Background: an optimization exercise with open tools, aiming at small area and a short achievable clock period. Do not read the settings as production practice.
In this exercise RTL edits were held to simulation tests only and were not proved equivalent to the original.
No activity file was given, so power comes from the tool's default toggle rates.

==> job 4899: inputs <==
// divider
module divider
        (
                input wire signed [31:0] data1,
                input wire signed [31:0] data2,
                input wire clock,
                input wire reset_n,
                output reg signed [31:0] q,
                output reg signed [31:0] r
        );
        wire        sa = data1[31];
        wire        sb = data2[31];
        wire        sq = sa ^ sb;
        wire        bz = ~|data2;
        wire [31:0] ora, orb;
        assign orb[0] = 1'b0;
        genvar j;
        generate
                for (j = 1; j < 32; j = j + 1) begin : neg_in
                        assign orb[j] = orb[j-1] | data2[j-1];
                end
        endgenerate
        wire ora_l0_1 = data1[1] | data1[0];
        wire ora_l0_3 = data1[3] | data1[2];
        wire ora_l0_5 = data1[5] | data1[4];
        wire ora_l0_7 = data1[7] | data1[6];
        wire ora_l0_9 = data1[9] | data1[8];
        wire ora_l0_11 = data1[11] | data1[10];
        wire ora_l0_13 = data1[13] | data1[12];
        wire ora_l0_15 = data1[15] | data1[14];
        wire ora_l0_17 = data1[17] | data1[16];
        wire ora_l0_19 = data1[19] | data1[18];
        wire ora_l0_21 = data1[21] | data1[20];
        wire ora_l0_23 = data1[23] | data1[22];
        wire ora_l0_25 = data1[25] | data1[24];
        wire ora_l0_27 = data1[27] | data1[26];
        wire ora_l0_29 = data1[29] | data1[28];
        wire ora_l1_2 = data1[2] | ora_l0_1;
        wire ora_l1_3 = ora_l0_3 | ora_l0_1;
        wire ora_l1_6 = data1[6] | ora_l0_5;
        wire ora_l1_7 = ora_l0_7 | ora_l0_5;
        wire ora_l1_10 = data1[10] | ora_l0_9;
        wire ora_l1_11 = ora_l0_11 | ora_l0_9;
        wire ora_l1_14 = data1[14] | ora_l0_13;
        wire ora_l1_15 = ora_l0_15 | ora_l0_13;
        wire ora_l1_18 = data1[18] | ora_l0_17;
        wire ora_l1_19 = ora_l0_19 | ora_l0_17;
        wire ora_l1_22 = data1[22] | ora_l0_21;
        wire ora_l1_23 = ora_l0_23 | ora_l0_21;
        wire ora_l1_26 = data1[26] | ora_l0_25;
        wire ora_l1_27 = ora_l0_27 | ora_l0_25;
        wire ora_l1_30 = data1[30] | ora_l0_29;
        wire ora_l2_4 = data1[4] | ora_l1_3;
        wire ora_l2_5 = ora_l0_5 | ora_l1_3;
        wire ora_l2_6 = ora_l1_6 | ora_l1_3;
        wire ora_l2_7 = ora_l1_7 | ora_l1_3;
        wire ora_l2_12 = data1[12] | ora_l1_11;
        wire ora_l2_13 = ora_l0_13 | ora_l1_11;
  ...
export LEC_CHECK = 0
export ABC_AREA = 1
export CAP_MARGIN = 20
export CORE_MARGIN = 2
export CORE_UTILIZATION = 40
export SLEW_MARGIN = 20
create_clock -name core_clock -period 150.0 [get_ports {clock}]
standard.sh (not shown) runs the stock make flow with config.mk's settings and CLKGATE_MAP_FILE= SYNTH_SCRIPT=/design/flow/synth_recipe.tcl, a recipe that flattens the netlist after the stock synthesis.
==> flow/flow/run.sh <==
#!/bin/bash
# The standard layout (standard.sh, standard synthesis included), except
# that repair_timing after CTS and after global routing aims for a setup
# slack of flow/setup_margin ns instead of 0, using gate up-sizing only (no
# buffering, pin swaps or cloning), so the netlist keeps the synthesized
# structure. The design's SDC and clock period are used unchanged.
set -euo pipefail
MARGIN=$(cat flow/setup_margin)
bash standard.sh SETUP_SLACK_MARGIN=$MARGIN SETUP_MOVE_SEQUENCE=sizeup \
  SKIP_GATE_CLONING=1 SKIP_PIN_SWAP=1 finish > flow_make.log 2>&1
==> flow/flow/setup_margin <==
74
==> job 1419: changes against job 4899 <==
==> flow/flow/run.sh (replaced) <==
#!/bin/bash
set -euo pipefail
MARGIN=$(cat flow/setup_margin)
bash standard.sh SETUP_SLACK_MARGIN=$MARGIN SKIP_GATE_CLONING=1 finish > flow_make.log 2>&1
==> flow/flow/setup_margin (replaced) <==
76
==> notes.md <==
| metric | job 4899 | job 1419 |
|---|---|---|
| Worst path slowest cell | sky130_fd_sc_hd__a21oi_4 | sky130_fd_sc_hd__clkdlybuf4s50_1 |
| First element of the critical path | data2[18] | data2[1] |
| Number of post-CTS setup repair buffers | 0 | 73 |
| FILL cells | 10147 | 10415 |
| Status | no timing/DRC/antenna violations | no timing/DRC/antenna violations |
| Internal power | 166 uW | 164 uW |
| First-pass GRT wire length | 217 mm | 221 mm |
| Post-layout nets | 6965 | 7060 |
| CP endpoint | q[21]$_SDFF_PN0_ | r[31]$_SDFF_PN0_ |
| Pin count of the biggest net entering global routing | 67 | 60 |
| Worst hold path startpoint | data1[0] | reset_n |
| Switching power | 283 uW | 268 uW |
| Final-layout non-clock buffer area share | 4.45% | 6.77% |
| Multi-input logic area | 35000 sq um | 31800 sq um |

static timing again, ports no longer ideal:
How much do the figures lean on ideal ports? The routed layouts below were timed once more, with nothing changed but the port constraints. Step 1: set_driving_cell puts a clkbuf_16 on clock and a buf_2 on each other input, an assumption about the parent block. Step 2 also shifts input and output timing later by t, the mid clock arrival at the registers, as if the neighbouring blocks saw the same clock. Slacks: ideal / step 1 / step 2; pairs: ideal / step 1.
| run | t (ns) | setup WS [ns] | hold slack, ns | worst setup path after step 2 |
|---|---|---|---|---|
| job 4899 | 0.467 | 75.127 / 75.153 / 74.687 | 30.098 / 30.060 / 30.527 | input to register |
| job 1419 | 0.469 | 75.737 / 75.781 / 75.312 | 30.121 / 30.075 / 30.543 | input to register |
After both steps every run listed still meets setup and hold. The setup slack of job 4899, which loses most, moves by +0.026 ns with the drivers and by -0.440 ns with both steps.
